Context: an optimization exercise on an open-source flow, tuned for small area, a short achievable clock period and few clock cycles per item. The choices shown serve that exercise and are no tape-out recipe. No functional check of the RTL was part of any run shown here. Power and IR drop assume default switching activity.

==> flow/design.v (outline; a module is shown in full before it is edited, if it fits) <==
// module Convolution: 2118 lines
// module fa: 6 lines
module Convolution(clk, rst_n, in_valid, weight_valid,
  In_IFM_1, In_IFM_2, In_IFM_3, In_IFM_4, In_IFM_5, In_IFM_6, In_IFM_7, In_IFM_8, In_IFM_9,
  In_Weight_1, In_Weight_2, In_Weight_3, In_Weight_4, In_Weight_5, In_Weight_6, In_Weight_7, In_Weight_8, In_Weight_9,
  out_valid, Out_OFM);
  // ...
==> flow/run.sh <==
#!/bin/bash
# synth_recipe.tcl (not shown) runs the flow's synth.tcl, then flattens the netlist and writes it again
# the make line also repeats each setting of config.mk as NAME=value (left out here)
make -C /OpenROAD-flow-scripts/flow DESIGN_CONFIG=/design/flow/config.mk WORK_HOME=/design/flow/orfs CLKGATE_MAP_FILE= SYNTH_SCRIPT=/design/flow/synth_recipe.tcl finish
==> flow/config.mk <==
export PLATFORM = sky130hd
export DESIGN_NAME = Convolution
export DESIGN_NICKNAME = Convolution
export VERILOG_FILES = /design/flow/design.v
export SDC_FILE = /design/flow/constraint.sdc
export NUM_CORES = 8
export LEC_CHECK = 0
export CAP_MARGIN = 20
export CORE_MARGIN = 2
export CORE_UTILIZATION = 40
export SLEW_MARGIN = 20
export SYNTH_HIERARCHICAL = 1
==> flow/constraint.sdc <==
create_clock -name core_clock -period 8.0 [get_ports {clk}]
set_input_delay 1.6000 -clock core_clock [delete_from_list [all_inputs] [get_ports {clk}]]
set_output_delay 1.6000 -clock core_clock [all_outputs]
set_load 0.01 [all_outputs]
==> flow_results.xml, run 1 <==
<?xml version="1.0" encoding="UTF-8"?>
<metrics>
  <group name="outcome">
    <metric name="status" unit="">no timing/DRC/antenna violations</metric>
  </group>
  <group name="hold_path">
    <metric name="holdPathStages" unit="">0</metric>
  </group>
  <group name="power">
    <metric name="seqPwrFrac" unit="%">26.9</metric>
    <metric name="power" unit="mW">11.3</metric>
    <metric name="p_sw_share" unit="%">42.2</metric>
    <metric name="internal_power_of_the_cells" unit="mW">6.51</metric>
    <metric name="power_combinational" unit="mW">6.28</metric>
    <metric name="top_power_group" unit="">combinational logic</metric>
    <metric name="ir_worst_vdd" unit="mV">0.346</metric>
  </group>
  <group name="global_route">
    <metric name="grt_start_max_net_pins" unit="">73</metric>
    <metric name="groute.layer.met3.usage" unit="%">3.77</metric>
    <metric name="grt_usage" unit="%">24.3</metric>
    <metric name="busiest_layer" unit="">met2</metric>
    <metric name="grtUsageMet1" unit="%">31.5</metric>
  </group>
  <group name="clock_tree">
    <metric name="worst_skew_late_latency" unit="ns">0.59</metric>
    <metric name="cts_hold_buf" unit="">0</metric>
    <metric name="path_clk_slew" unit="ns">0.06</metric>
    <metric name="post_cts_resize_count" unit="">0</metric>
  </group>
  <group name="finish">
    <metric name="multi_input_area" unit="sq um">14000</metric>
    <metric name="clkCellAreaFrac" unit="%">5.44</metric>
    <metric name="fillCellCount" unit="">4816</metric>
    <metric name="signal_buffer_area_fraction" unit="%">6.50</metric>
    <metric name="layout.sequential_cells" unit="">355</metric>
    <metric name="nNetsFinal" unit="">2522</metric>
    <metric name="diodes" unit="">0</metric>
    <metric name="flow.area_growth_from_synthesis" unit="%">15.6</metric>
  </group>
  <group name="worst_setup_path">
    <metric name="r2r_end" unit="">ofm[14]</metric>
    <metric name="cp_top_family" unit="">adder cells</metric>
    <metric name="critical_path.endpoint" unit="">ofm[14]</metric>
    <metric name="path_depth" unit="">7</metric>
    <metric name="r2r_slack" unit="ns">4.84</metric>
  </group>
  <group name="routing">
    <metric name="top_layer_used" unit="">met4</metric>
    <metric name="vias" unit="">13186</metric>
    <metric name="drtPass1Iterations" unit="">5</metric>
    <metric name="wl" unit="um">65800</metric>
  </group>
  <group name="synthesis">
    <metric name="synth_sequential_area_ratio" unit="%">35.1</metric>
  </group>
  <group name="placement">
    <metric name="numPortBuffers" unit="">168</metric>
    <metric name="routabilityCongestion" unit="">0.945</metric>
  </group>
  <group name="timing">
    <metric name="final-setup-viol-count" unit="">0</metric>
  </group>
  <group name="run">
    <metric name="drv.max_cap_violation_count" unit="">0</metric>
  </group>
</metrics>
==> run 2: changes to the inputs <==
--- a/flow/config.mk
+++ b/flow/config.mk
@@ -5,8 +5,11 @@
 export SDC_FILE = /design/flow/constraint.sdc
 export NUM_CORES = 8
 export LEC_CHECK = 0
+export ABC_CLOCK_PERIOD_IN_PS = 2000
 export CAP_MARGIN = 20
 export CORE_MARGIN = 2
 export CORE_UTILIZATION = 40
+export CTS_BUF_LIST = sky130_fd_sc_hd__clkbuf_4 sky130_fd_sc_hd__clkbuf_8
+export SETUP_SLACK_MARGIN = 5
 export SLEW_MARGIN = 20
 export SYNTH_HIERARCHICAL = 1
==> flow_results.xml, run 2 <==
<?xml version="1.0" encoding="UTF-8"?>
<metrics>
  <group name="synthesis">
    <metric name="synthesis.yosys.warnings" unit="">7</metric>
    <metric name="synth-compound-area-share" unit="%">1.36</metric>
    <metric name="synthAdderAreaFrac" unit="%">49.9</metric>
    <metric name="yosys_most_used_dff" unit="">dfxtp_1</metric>
    <metric name="synthTopCellsByArea" unit="">fa_1 49%, dfxtp_1 25%, nand2_1 9.8%, edfxtp_1 9.7%, clkbuf_1 2.4%</metric>
    <metric name="synth_commonest_cells" unit="">586 x nand2_1, 549 x fa_1, 279 x dfxtp_1, 144 x clkbuf_1, 72 x edfxtp_1</metric>
    <metric name="synth_cell_types" unit="">40</metric>
    <metric name="synth-simple-area-share" unit="%">10.4</metric>
    <metric name="post_synth_edffs" unit="">72</metric>
    <metric name="synthesis.area_per_instance" unit="sq um">12.9</metric>
    <metric name="async_flop_share" unit="%">1.13</metric>
    <metric name="synth_xor_xnor_area_share" unit="%">0.548</metric>
    <metric name="synthesis.instances" unit="">1740</metric>
    <metric name="netlist.top_cell.by_area" unit="">fa_1</metric>
    <metric name="synthMostInstantiatedCell" unit="">nand2_1</metric>
    <metric name="synth_sequential_area_ratio" unit="%">35.1</metric>
    <metric name="syn_area" unit="sq um">22400</metric>
    <metric name="postSynthRegisterBits" unit="">355</metric>
    <metric name="synth_mux_area_share" unit="%">0.0447</metric>
    <metric name="synth_top_family_by_area" unit="">adder cells</metric>
    <metric name="netlist.area_leader.share" unit="%">49.1</metric>
  </group>
  <group name="global_route">
    <metric name="grt_pass1_wl" unit="um">99500</metric>
    <metric name="grt_usage" unit="%">24.5</metric>
    <metric name="grt_remaining_overflow" unit="">0</metric>
    <metric name="grt_start_max_net_pins" unit="">73</metric>
    <metric name="grt_antenna_before_repair" unit="">0</metric>
    <metric name="grt_pass1_vias" unit="">15249</metric>
  </group>
  <group name="clock_tree">
    <metric name="worst_skew_late_latency" unit="ns">0.66</metric>
    <metric name="htree_levels" unit="">3</metric>
    <metric name="cts_hold_buf" unit="">0</metric>
    <metric name="clockBufferDepth" unit="">3</metric>
    <metric name="cts.root.buffer_cell" unit="">clkbuf_8</metric>
    <metric name="clkSinkCount" unit="">355</metric>
    <metric name="numCtsBuffers" unit="">67</metric>
    <metric name="path_clk_slew" unit="ns">0.06</metric>
    <metric name="clock_tree_from_tritoncts" unit="">yes</metric>
  </group>
  <group name="die">
    <metric name="row_count" unit="">86</metric>
    <metric name="die-width" unit="um">241</metric>
    <metric name="floorplan.die_area" unit="sq um">57900</metric>
    <metric name="io_pins" unit="">170</metric>
    <metric name="starting_utilization_of_the_core_area" unit="%">40.6</metric>
    <metric name="floorplan.die.height" unit="um">241</metric>
    <metric name="floorplan.core_area" unit="sq um">55200</metric>
  </group>
  <group name="run">
    <metric name="drv.max_cap_violation_count" unit="">0</metric>
  </group>
  <group name="placement">
    <metric name="placed_cell_area" unit="sq um">24500</metric>
    <metric name="routabilityCongestion" unit="">0.945</metric>
    <metric name="dp_cells" unit="">2514</metric>
    <metric name="numPortBuffers" unit="">168</metric>
    <metric name="dp.final_hpwl" unit="um">55400</metric>
  </group>
  <group name="finish">
    <metric name="final_cell_area" unit="sq um">26200</metric>
    <metric name="max_flop_register" unit="">ofm</metric>
    <metric name="layout_common_cells" unit="">586 x nand2_1, 549 x fa_1, 271 x dfxtp_1</metric>
    <metric name="flow.area_growth_from_synthesis" unit="%">17.0</metric>
    <metric name="diodes" unit="">0</metric>
    <metric name="largest_register_ff_count" unit="">20</metric>
    <metric name="mostFrequentLayoutCell" unit="">nand2_1</metric>
    <metric name="drive_gt1_share" unit="%">8.56</metric>
    <metric name="final-instance-count-excl-fill" unit="">2653</metric>
    <metric name="nNetsFinal" unit="">2566</metric>
    <metric name="finalCoreUtilization" unit="%">47.4</metric>
  </group>
  <group name="timing">
    <metric name="rsz0062_at_grt" unit="">true</metric>
    <metric name="timing_hold_violations_final" unit="">0</metric>
    <metric name="slew_at_the_pin_closest_to_its_max_slew_limit" unit="ns">0.649</metric>
    <metric name="count_of_pins_over_their_slew_limit" unit="">0</metric>
    <metric name="max_freq" unit="MHz">337</metric>
    <metric name="timing.max_slew.rel_slack" unit="%">56.7</metric>
    <metric name="period_share" unit="%">37.1</metric>
    <metric name="timing.clock.skew" unit="ns">0.0365</metric>
    <metric name="post-route-min-period" unit="ns">2.97</metric>
    <metric name="timing.setup.tns" unit="ns">0</metric>
    <metric name="final-setup-viol-count" unit="">0</metric>
  </group>
  <group name="hold_path">
    <metric name="hold_class" unit="">flop to flop</metric>
  </group>
  <group name="routing">
    <metric name="wl" unit="um">66100</metric>
    <metric name="drc" unit="">0</metric>
    <metric name="vias" unit="">13493</metric>
    <metric name="avgRoutedWirePerCell" unit="um">24.9</metric>
    <metric name="drt_iter0_drc" unit="">1052</metric>
    <metric name="route.antenna.remaining_nets" unit="">0</metric>
    <metric name="route.detailed.vias_per_inst" unit="">5.09</metric>
    <metric name="drtPass1Iterations" unit="">5</metric>
  </group>
  <group name="power">
    <metric name="ir_worst_vdd" unit="mV">0.375</metric>
    <metric name="power.static_leakage" unit="nW">9.33</metric>
    <metric name="powerDensity" unit="nW/um^2">435</metric>
  </group>
  <group name="worst_setup_path">
    <metric name="worst-endpoint-arrival" unit="ns">3.50</metric>
    <metric name="worst-setup-path-type" unit="">flop to flop</metric>
    <metric name="end_kind" unit="">flop</metric>
    <metric name="critPathMaxFanout" unit="">8</metric>
    <metric name="cp_data_required_time" unit="ns">8.52</metric>
    <metric name="start_kind" unit="">flop</metric>
  </group>
  <group name="outcome">
    <metric name="status" unit="">no timing/DRC/antenna violations</metric>
  </group>
</metrics>
## run 2: cells by family after synthesis
logic type      count (synthesis)
xor+xnor                       14
flops                         355
mux                             1
buf+inv                       154
simple gates                  610
other cells                     2
compound gates                 40
fa+ha+maj                     564
## run 2: critical path, stage by stage, from the launching register on
cell,delay (ns)
edfxtp_1,0.60
nand2_1,0.15
fa_1,0.53
fa_1,0.60
fa_1,0.46
fa_1,0.48
## run 2: where the power goes
part           switching [mW]  leakage (nW)  total [mW]  internal, mW
Clock                   0.811         0.750        1.90          1.09
Sequential              0.435          3.10        3.01          2.58
Combinational            3.63          5.48        6.49          2.86
Total                    4.88          9.33        11.4          6.52
## run 2: stage by stage
stage / hold WS, ns / power, mW / worst slack [ns]
floorplan: 0.310 / 6.91 / 5.24
global placement: 0.314 / 9.31 / 4.85
detailed placement: 0.312 / 9.45 / 4.83
CTS: 0.325 / 11.4 / 5.00
global route: 0.331 / 12.4 / 4.94
finish: 0.324 / 11.4 / 5.03
## run 2: cell type report
type	count	area (sq um)
clock buffers	98	1220
clock inverters	22	208
fillers	4812	29000
inverters	7	26.3
multi-input cells	1236	14000
flip-flops and latches	355	7860
well taps	748	936
repair buffers	187	1910
## run 2: layer usage
metal	wire, um	GRT usage, %
met1	25100	31.4
met2	32800	40.9
met3	4920	3.84
met4	3300	11.7
met5	0	0
## run 2: path summary, 6_finish.rpt
kind                        from  endpoint  slack (ns)  cells after the start
max in group asynchronous  rst_n    vld[0]        6.67                      1
setup / recovery           w1[4]      r979        5.03                      5
hold / removal              r870     r1206        0.32                      0
setup reg to reg           w1[4]      r979        5.03                      5
hold reg to reg             r870     r1206        0.32                      0
min in group asynchronous  rst_n    vld[3]        1.17                      1
## run 2: repair_timing
| item | in CTS | in global routing |
|---|---|---|
| pin swaps | 0 | 1 |
| cloned | 0 | 0 |
| buffers inserted | 5 | 13 |
| hold endpoints to repair | 0 | 0 |
| gates resized for setup | 27 | 11 |
| setup endpoints to repair | 29 | 21 |
## run 2: Yosys stat by module (local to each module, per instance)
module       area, sq um  copies in the design  flops+latches  cells
Convolution        11400                     1            355   1191
fa                  20.0                   549              0      1
==> run 3: changes to the inputs <==
--- a/flow/config.mk
+++ b/flow/config.mk
@@ -8,8 +8,9 @@
 export ABC_CLOCK_PERIOD_IN_PS = 2000
 export CAP_MARGIN = 20
 export CORE_MARGIN = 2
-export CORE_UTILIZATION = 40
+export CORE_UTILIZATION = 60
 export CTS_BUF_LIST = sky130_fd_sc_hd__clkbuf_4 sky130_fd_sc_hd__clkbuf_8
+export PLACE_DENSITY = 0.7
 export SETUP_SLACK_MARGIN = 5
 export SLEW_MARGIN = 20
 export SYNTH_HIERARCHICAL = 1
==> flow_results.xml, run 3 <==
<?xml version="1.0" encoding="UTF-8"?>
<metrics>
  <group name="run">
    <metric name="drv.max_cap_violation_count" unit="">0</metric>
  </group>
  <group name="outcome">
    <metric name="status" unit="">no timing/DRC/antenna violations</metric>
  </group>
  <group name="global_route">
    <metric name="grt_start_max_net_pins" unit="">73</metric>
    <metric name="grt_antenna_before_repair" unit="">0</metric>
    <metric name="grt_remaining_overflow" unit="">0</metric>
    <metric name="grt_pass1_wl" unit="um">93900</metric>
    <metric name="grt_usage" unit="%">34.1</metric>
    <metric name="grt_pass1_vias" unit="">15305</metric>
  </group>
  <group name="finish">
    <metric name="diodes" unit="">0</metric>
    <metric name="final-instance-count-excl-fill" unit="">2348</metric>
    <metric name="flow.area_growth_from_synthesis" unit="%">13.6</metric>
    <metric name="drive_gt1_share" unit="%">6.65</metric>
    <metric name="mostFrequentLayoutCell" unit="">nand2_1</metric>
    <metric name="nNetsFinal" unit="">2542</metric>
    <metric name="max_flop_register" unit="">ofm</metric>
    <metric name="layout_common_cells" unit="">586 x nand2_1, 549 x fa_1, 279 x dfxtp_1</metric>
    <metric name="fillCellCount" unit="">2598</metric>
    <metric name="largest_register_ff_count" unit="">20</metric>
  </group>
  <group name="power">
    <metric name="power.static_leakage" unit="nW">9.15</metric>
    <metric name="ir_worst_vdd" unit="mV">0.401</metric>
    <metric name="power" unit="mW">11.0</metric>
    <metric name="powerDensity" unit="nW/um^2">433</metric>
  </group>
  <group name="timing">
    <metric name="timing.clock.skew" unit="ns">0.0298</metric>
    <metric name="post-route-min-period" unit="ns">2.92</metric>
    <metric name="final-setup-viol-count" unit="">0</metric>
    <metric name="finalWorstSetupSlack" unit="ns">5.08</metric>
    <metric name="max_freq" unit="MHz">342</metric>
    <metric name="rsz0062_at_grt" unit="">true</metric>
    <metric name="timing.setup.tns" unit="ns">0</metric>
    <metric name="timing.max_slew.rel_slack" unit="%">26.5</metric>
    <metric name="count_of_pins_over_their_slew_limit" unit="">0</metric>
    <metric name="period_share" unit="%">36.5</metric>
    <metric name="timing_hold_violations_final" unit="">0</metric>
    <metric name="slew_at_the_pin_closest_to_its_max_slew_limit" unit="ns">1.10</metric>
  </group>
  <group name="worst_setup_path">
    <metric name="r2r_end" unit="">r974</metric>
    <metric name="cp_data_required_time" unit="ns">8.52</metric>
    <metric name="start_kind" unit="">flop</metric>
    <metric name="critPathMostFrequentCell" unit="">fa_1</metric>
    <metric name="r2r.worst_path.cells" unit="">5</metric>
    <metric name="timing.critical_path.cells" unit="">nand2_1 &gt; fa_1 &gt; fa_1 &gt; fa_1 &gt; fa_1</metric>
    <metric name="worst-setup-path-type" unit="">flop to flop</metric>
    <metric name="critical_path.endpoint" unit="">r974</metric>
    <metric name="cp_top_family" unit="">adder cells</metric>
    <metric name="worstReg2RegStart" unit="">w3[3]</metric>
    <metric name="critical_path.max_stage_delay" unit="ns">0.64</metric>
    <metric name="end_kind" unit="">flop</metric>
    <metric name="worstPathBufferInverterCount" unit="">0</metric>
    <metric name="r2r_slack" unit="ns">5.08</metric>
    <metric name="path_depth" unit="">5</metric>
    <metric name="critPathMaxFanout" unit="">8</metric>
    <metric name="worst_setup_path_startpoint" unit="">w3[3]</metric>
    <metric name="worst-endpoint-arrival" unit="ns">3.44</metric>
    <metric name="worst_path_max_delay_cell" unit="">edfxtp_1</metric>
  </group>
  <group name="routing">
    <metric name="route.antenna.remaining_nets" unit="">0</metric>
    <metric name="vias" unit="">13563</metric>
    <metric name="drc" unit="">0</metric>
    <metric name="route.detailed.vias_per_inst" unit="">5.78</metric>
    <metric name="avgRoutedWirePerCell" unit="um">25.8</metric>
    <metric name="drtPass1Iterations" unit="">5</metric>
    <metric name="drt_iter0_drc" unit="">1151</metric>
    <metric name="wl" unit="um">60600</metric>
  </group>
  <group name="clock_tree">
    <metric name="path_clk_slew" unit="ns">0.06</metric>
    <metric name="cts.root.buffer_cell" unit="">clkbuf_8</metric>
    <metric name="clockBufferDepth" unit="">3</metric>
    <metric name="numCtsBuffers" unit="">59</metric>
    <metric name="htree_levels" unit="">2</metric>
    <metric name="clkSinkCount" unit="">355</metric>
    <metric name="clock_tree_from_tritoncts" unit="">yes</metric>
    <metric name="worst_skew_late_latency" unit="ns">0.68</metric>
    <metric name="cts_hold_buf" unit="">0</metric>
  </group>
  <group name="synthesis">
    <metric name="synth_commonest_cells" unit="">586 x nand2_1, 549 x fa_1, 279 x dfxtp_1, 144 x clkbuf_1, 72 x edfxtp_1</metric>
    <metric name="synthMostInstantiatedCell" unit="">nand2_1</metric>
    <metric name="synthesis.yosys.warnings" unit="">7</metric>
    <metric name="netlist.top_cell.by_area" unit="">fa_1</metric>
    <metric name="syn_area" unit="sq um">22400</metric>
    <metric name="post_synth_edffs" unit="">72</metric>
    <metric name="synth_sequential_area_ratio" unit="%">35.1</metric>
    <metric name="async_flop_share" unit="%">1.13</metric>
    <metric name="synthesis.area_per_instance" unit="sq um">12.9</metric>
    <metric name="synthTopCellsByArea" unit="">fa_1 49%, dfxtp_1 25%, nand2_1 9.8%, edfxtp_1 9.7%, clkbuf_1 2.4%</metric>
    <metric name="postSynthRegisterBits" unit="">355</metric>
    <metric name="yosys_most_used_dff" unit="">dfxtp_1</metric>
    <metric name="netlist.area_leader.share" unit="%">49.1</metric>
    <metric name="synthesis.instances" unit="">1740</metric>
    <metric name="synth_cell_types" unit="">40</metric>
  </group>
  <group name="die">
    <metric name="io_pins" unit="">170</metric>
    <metric name="die-width" unit="um">197</metric>
    <metric name="floorplan.die.height" unit="um">197</metric>
    <metric name="row_count" unit="">70</metric>
    <metric name="floorplan.core_area" unit="sq um">36700</metric>
    <metric name="starting_utilization_of_the_core_area" unit="%">61.0</metric>
    <metric name="floorplan.die_area" unit="sq um">38900</metric>
  </group>
  <group name="hold_path">
    <metric name="hold_class" unit="">flop to flop</metric>
    <metric name="holdPathStages" unit="">0</metric>
  </group>
  <group name="placement">
    <metric name="routabilityCongestion" unit="">0.954</metric>
    <metric name="numPortBuffers" unit="">168</metric>
    <metric name="dp.final_hpwl" unit="um">51100</metric>
    <metric name="dpl_worst_slack" unit="ns">4.97</metric>
    <metric name="dp_cells" unit="">2234</metric>
  </group>
</metrics>
==> run 3: cell counts after synthesis <==
Identical to the previous run, type by type.
==> run 3: how the worst min path moves through the flow <==
| stage | start | end | slack, ns |
|---|---|---|---|
| after floorplan | r869 | r1205 | 0.31 |
| after global placement | r871 | r1207 | 0.31 |
| after detailed placement | r870 | r1206 | 0.31 |
| after CTS | r870 | r1206 | 0.33 |
| after global routing | r870 | r1206 | 0.34 |
| final | r870 | r1206 | 0.33 |
==> run 3: metal layers <==
| metal | vias up | track usage, % | share of wire [%] |
|---|---|---|---|
| met2 | 854 | 55.1 | 48 |
| met5 | - | 0 | 0 |
| li1 | 5455 | - | - |
| met3 | 181 | 6.16 | 10 |
| met1 | 7073 | 44.6 | 36 |
| met4 | 0 | 18.5 | 6.3 |
==> run 3: through the flow <==
step / instance area, sq um / hold slack, ns / util [%]
2_1_floorplan: 22400 / 0.310 / -
3_3_place_gp: 24100 / 0.310 / 65.7
3_5_place_dp: 24100 / 0.315 / 65.7
4_1_cts: 25400 / 0.329 / 69.1
5_1_grt: 25400 / 0.335 / 69.3
6_report: 25400 / 0.326 / 69.3
==> run 3: modules after synthesis (local to each module, per instance) <==
module	copies in the design	cells	flip-flops and latches	cell area, sq um
Convolution	1	1191	355	11400
fa	549	1	0	20.0
==> run 3: worst reg2reg max path, cell delays in order, from the launching register on <==
cell      delay, ns
edfxtp_1       0.64
nand2_1        0.17
fa_1           0.48
fa_1           0.45
fa_1           0.50
fa_1           0.53
==> run 3: cell type report <==
type                    count  area (sq um)  share of cell area, %
clock buffers              94          1140                   4.47
clock inverters            17           136                  0.536
well taps                 468           586                   2.30
multi-input cells        1236         14000                   55.1
inverters                   7          26.3                  0.103
flip-flops and latches    355          7850                   30.9
repair buffers            171          1690                   6.64
==> run 3: what timing repair did <==
action,4_1_cts,5_1_grt
setup endpoints to repair,22,4
buffers inserted,0,3
gates resized for setup,22,5
==> run 3: kinds of logic (layout without fill, tap and decap cells) <==
logic type / after synthesis / in the layout / share of synthesized area (%)
flops: 355 / 355 / 35.1
fa+ha+maj: 564 / 564 / 49.9
buf+inv: 154 / 289 / 2.60
other cells: 2 / 7 / 0.0335
mux: 1 / 1 / 0.0447
simple gates: 610 / 610 / 10.4
xor+xnor: 14 / 14 / 0.548
compound gates: 40 / 40 / 1.36
==> run 3: power breakdown <==
group	total [mW]	switching [mW]	internal, mW
sequential	3.02	0.441	2.58
clock	1.72	0.754	0.964
combinational	6.29	3.47	2.82
total	11.0	4.66	6.36
==> run 4: changes to the inputs <==
==> flow/flow/run.sh (new file) <==
#!/bin/bash
# Own flow: the standard ORFS flow (standard synthesis, same steps), with
#  - port buffers of a plain small buffer cell (every input and output port still gets one),
#  - a tighter setup-slack target for the resizer's timing repair.
# Each tool's full output goes to flow_*.log in this folder; ORFS's own per-step logs stay
# under orfs/logs/.
set -euo pipefail
MARGIN=$(cat flow/margin.txt 2>/dev/null || echo 5.4)
export BUFFER_PORTS_ARGS="-buffer_cell sky130_fd_sc_hd__buf_1"
bash standard.sh SETUP_SLACK_MARGIN=$MARGIN finish > flow_orfs.log 2>&1
==> flow/flow/margin.txt (new file) <==
5.4
==> flow/standard.sh (new file) <==
#!/bin/bash
# synth_recipe.tcl (not shown) runs the flow's synth.tcl, then flattens the netlist and writes it again
# the make line also repeats each setting of config.mk as NAME=value (left out here)
make -C /OpenROAD-flow-scripts/flow DESIGN_CONFIG=/design/flow/config.mk WORK_HOME=/design/flow/orfs CLKGATE_MAP_FILE= SYNTH_SCRIPT=/design/flow/synth_recipe.tcl "${@:-finish}"
--- a/flow/config.mk
+++ b/flow/config.mk
@@ -9,8 +9,6 @@
 export CAP_MARGIN = 20
 export CORE_MARGIN = 2
 export CORE_UTILIZATION = 60
-export CTS_BUF_LIST = sky130_fd_sc_hd__clkbuf_4 sky130_fd_sc_hd__clkbuf_8
 export PLACE_DENSITY = 0.7
-export SETUP_SLACK_MARGIN = 5
 export SLEW_MARGIN = 20
 export SYNTH_HIERARCHICAL = 1
removed: flow/run.sh
==> flow_results.xml, run 4 <==
<?xml version="1.0" encoding="UTF-8"?>
<metrics>
  <group name="power">
    <metric name="ir_worst_vdd" unit="mV">0.485</metric>
    <metric name="power.share.combinational" unit="%">62.0</metric>
    <metric name="internal_power_of_the_cells" unit="mW">7.35</metric>
    <metric name="power.static_leakage" unit="nW">9.65</metric>
    <metric name="p_sw_share" unit="%">42.1</metric>
    <metric name="powerDensity" unit="nW/um^2">463</metric>
    <metric name="power_switching" unit="mW">5.33</metric>
    <metric name="share_of_power_burned_in_the_clock_network" unit="%">14.5</metric>
    <metric name="seqPwrFrac" unit="%">23.5</metric>
  </group>
  <group name="finish">
    <metric name="finalCoreUtilization" unit="%">74.6</metric>
    <metric name="layout_common_cells" unit="">541 x nand2_1, 295 x fa_1, 254 x fa_2</metric>
    <metric name="largest_register_ff_count" unit="">20</metric>
    <metric name="flow.area_growth_from_synthesis" unit="%">22.4</metric>
    <metric name="ff_latch_area" unit="sq um">8000</metric>
    <metric name="max_flop_register" unit="">ofm</metric>
    <metric name="multi_input_area" unit="sq um">15000</metric>
    <metric name="nNetsFinal" unit="">2651</metric>
    <metric name="drive_gt1_share" unit="%">32.2</metric>
    <metric name="diodes" unit="">0</metric>
    <metric name="mostFrequentLayoutCell" unit="">nand2_1</metric>
    <metric name="fillCellCount" unit="">2282</metric>
  </group>
  <group name="synthesis">
    <metric name="synth_sequential_area_ratio" unit="%">35.1</metric>
    <metric name="synthesis.yosys.warnings" unit="">7</metric>
    <metric name="synthMostInstantiatedCell" unit="">nand2_1</metric>
    <metric name="yosys_most_used_dff" unit="">dfxtp_1</metric>
    <metric name="synthesis.area_per_instance" unit="sq um">12.9</metric>
    <metric name="synthesis.instances" unit="">1740</metric>
    <metric name="synthTopCellsByArea" unit="">fa_1 49%, dfxtp_1 25%, nand2_1 9.8%, edfxtp_1 9.7%, clkbuf_1 2.4%</metric>
    <metric name="netlist.top_cell.by_area" unit="">fa_1</metric>
    <metric name="synth_cell_types" unit="">40</metric>
    <metric name="postSynthRegisterBits" unit="">355</metric>
    <metric name="post_synth_edffs" unit="">72</metric>
    <metric name="netlist.area_leader.share" unit="%">49.1</metric>
    <metric name="synth_commonest_cells" unit="">586 x nand2_1, 549 x fa_1, 279 x dfxtp_1, 144 x clkbuf_1, 72 x edfxtp_1</metric>
    <metric name="syn_area" unit="sq um">22400</metric>
    <metric name="async_flop_share" unit="%">1.13</metric>
  </group>
  <group name="clock_tree">
    <metric name="clockBufferDepth" unit="">3</metric>
    <metric name="htree_levels" unit="">2</metric>
    <metric name="path_clk_slew" unit="ns">0.06</metric>
    <metric name="clkSinkCount" unit="">355</metric>
    <metric name="cts.root.buffer_cell" unit="">clkbuf_16</metric>
    <metric name="clock_tree_from_tritoncts" unit="">yes</metric>
    <metric name="numCtsBuffers" unit="">39</metric>
    <metric name="worst_skew_late_latency" unit="ns">0.56</metric>
  </group>
  <group name="routing">
    <metric name="route.detailed.vias_per_inst" unit="">5.83</metric>
    <metric name="vias" unit="">14209</metric>
    <metric name="wl" unit="um">65200</metric>
    <metric name="drt_iter0_drc" unit="">1405</metric>
    <metric name="drc" unit="">0</metric>
    <metric name="avgRoutedWirePerCell" unit="um">26.8</metric>
    <metric name="drtPass1Iterations" unit="">8</metric>
    <metric name="route.antenna.remaining_nets" unit="">0</metric>
  </group>
  <group name="die">
    <metric name="io_pins" unit="">170</metric>
    <metric name="starting_utilization_of_the_core_area" unit="%">61.0</metric>
    <metric name="row_count" unit="">70</metric>
    <metric name="floorplan.core_area" unit="sq um">36700</metric>
    <metric name="floorplan.die_area" unit="sq um">38900</metric>
    <metric name="die-width" unit="um">197</metric>
    <metric name="floorplan.die.height" unit="um">197</metric>
  </group>
  <group name="hold_path">
    <metric name="holdPathStages" unit="">0</metric>
    <metric name="hold_class" unit="">flop to flop</metric>
  </group>
  <group name="worst_setup_path">
    <metric name="r2r.worst_path.cells" unit="">9</metric>
    <metric name="end_kind" unit="">flop</metric>
    <metric name="worst-setup-path-type" unit="">flop to flop</metric>
    <metric name="cp_data_required_time" unit="ns">8.43</metric>
    <metric name="start_kind" unit="">flop</metric>
    <metric name="critPathMaxFanout" unit="">6</metric>
    <metric name="worst-endpoint-arrival" unit="ns">3.22</metric>
  </group>
  <group name="timing">
    <metric name="slew_at_the_pin_closest_to_its_max_slew_limit" unit="ns">1.07</metric>
    <metric name="timing_hold_violations_final" unit="">0</metric>
    <metric name="post-route-min-period" unit="ns">2.79</metric>
    <metric name="rsz0062_at_grt" unit="">true</metric>
    <metric name="count_of_pins_over_their_slew_limit" unit="">0</metric>
    <metric name="final-setup-viol-count" unit="">0</metric>
    <metric name="period_share" unit="%">34.9</metric>
    <metric name="timing.setup.tns" unit="ns">0</metric>
    <metric name="max_freq" unit="MHz">358</metric>
    <metric name="finalWorstSetupSlack" unit="ns">5.21</metric>
    <metric name="timing.max_slew.rel_slack" unit="%">28.9</metric>
    <metric name="timing.clock.skew" unit="ns">0.0161</metric>
  </group>
  <group name="global_route">
    <metric name="grt_remaining_overflow" unit="">0</metric>
    <metric name="grt_pass1_vias" unit="">15862</metric>
    <metric name="grt_usage" unit="%">35.3</metric>
    <metric name="grt_start_max_net_pins" unit="">73</metric>
    <metric name="grt_antenna_before_repair" unit="">0</metric>
    <metric name="grt_pass1_wl" unit="um">96500</metric>
  </group>
  <group name="outcome">
    <metric name="status" unit="">no timing/DRC/antenna violations</metric>
  </group>
  <group name="placement">
    <metric name="dp.final_hpwl" unit="um">50100</metric>
    <metric name="dpl_worst_slack" unit="ns">4.90</metric>
    <metric name="routabilityCongestion" unit="">0.944</metric>
    <metric name="numPortBuffers" unit="">168</metric>
  </group>
  <group name="run">
    <metric name="drv.max_cap_violation_count" unit="">0</metric>
  </group>
</metrics>
run 4: critical path, stage by stage (launching register included):
cell,delay [ns]
dfxtp_2,0.32
fa_1,0.52
fa_1,0.48
ha_4,0.31
o21ai_0,0.33
a21oi_4,0.08
buf_4,0.15
nand2_1,0.05
nor3_1,0.05
a2111oi_2,0.36
run 4: metrics by stage:
step | total power [mW] | cells | area, sq um | hold WS (ns)
2_1_floorplan | 7.08 | 1745 | 22500 | 0.310
6_report | 12.7 | 2436 | 27400 | 0.325
3_3_place_gp | 9.15 | 2235 | 23100 | 0.311
5_1_grt | 13.5 | 2436 | 27400 | 0.333
4_1_cts | 11.9 | 2419 | 26600 | 0.325
3_5_place_dp | 9.34 | 2235 | 23100 | 0.312
run 4: power groups by stage:
| stage | registers (mW) | logic (mW) | clock network (mW) |
|---|---|---|---|
| detailed placement | 3.06 | 6.29 | 0 |
| floorplan | 2.86 | 4.22 | 0 |
| global route | 3.04 | 8.56 | 1.94 |
| finish | 2.98 | 7.87 | 1.84 |
| global placement | 3.03 | 6.12 | 0 |
| CTS | 2.96 | 7.09 | 1.86 |
run 4: logic make-up (layout without fill, tap and decap cells):
family	Yosys count	in the layout	synth area share, %
AND/OR/NAND/NOR	610	610	10.4
adder cells (fa/ha/maj)	564	564	49.9
flip-flops	355	355	35.1
buffers and inverters	154	377	2.60
AO/OA/AOI/OAI	40	40	1.36
XOR/XNOR	14	14	0.548
other	2	7	0.0335
multiplexers	1	1	0.0447
run 4: per-module statistics from Yosys (local to each module, per instance):
module | times used | flops+latches | cells inside
fa | 549 | 0 | 1
Convolution | 1 | 355 | 1191
run 4: final timing paths:
path	slack, ns	end	startpoint
max in group asynchronous	6.96	vld[0]	rst_n
min in group asynchronous	0.86	vld[2]	rst_n
hold reg to reg	0.33	r1207	r871
setup / recovery	5.21	ofm[16]	r1237
hold / removal	0.33	r1207	r871
setup reg to reg	5.21	ofm[16]	r1237
run 4: cell type report:
type / count / share of cell area (%)
Clock inverter: 13 / 0.475
Timing Repair Buffer: 300 / 9.05
Tap cell: 468 / 2.14
Sequential cell: 355 / 29.2
Clock buffer: 57 / 4.26
Multi-Input combinational cell: 1236 / 54.8
Inverter: 7 / 0.0959
run 4: what timing repair did:
| item | 4_1_cts | 5_1_grt |
|---|---|---|
| buffers inserted | 114 | 17 |
| hold buffers | 0 | 0 |
| pin swaps | 98 | 138 |
| resized for setup | 307 | 211 |
| endpoints found under the setup margin | 96 | 84 |
run 4: metal layers:
| metal | routed length, um | up-vias | GRT usage, % | share of wire, % |
|---|---|---|---|---|
| met3 | 6590 | 209 | 7.05 | 10 |
| met1 | 22400 | 7337 | 45.6 | 34 |
| met2 | 31600 | 995 | 56.5 | 48 |
| met5 | 0 | - | 0 | 0 |
| li1 | - | 5668 | - | - |
| met4 | 4700 | 0 | 20.4 | 7.2 |

[re-timing with driven ports]
The results above use ideal ports. As a check the final layouts listed here were re-extracted and re-timed, cells and wires unchanged. Step 1 sets driving cells, clkbuf_16 on the clock port and buf_2 on the other inputs (assumed; they add their load-dependent delay and slew). Step 2 times the ports against the registers' clock, not the clock port: input delays grow and output delays shrink by t, the midpoint of the rising clock arrivals with the driver on. Slacks: ideal / step 1 / step 2; pairs: ideal / step 1.
run	shift t [ns]	slack for setup (ns)	worst hold slack (ns)	worst data-port slew with drivers (ns)	cell pins on the clock port's net
run 1	0.625	4.842 / 4.842 / 4.842	0.326 / 0.326 / 0.326	0.05	1
run 2	0.701	5.029 / 5.029 / 5.029	0.324 / 0.324 / 0.324	0.06	1
run 3	0.719	5.079 / 5.070 / 5.079	0.326 / 0.326 / 0.326	0.07	1
run 4	0.610	5.210 / 5.210 / 5.046	0.325 / 0.325 / 0.325	0.05	1
After both steps every run listed still meets setup and hold. The setup slack of run 4, which loses most, moves by 0.000 ns with the drivers and by -0.164 ns with both steps.
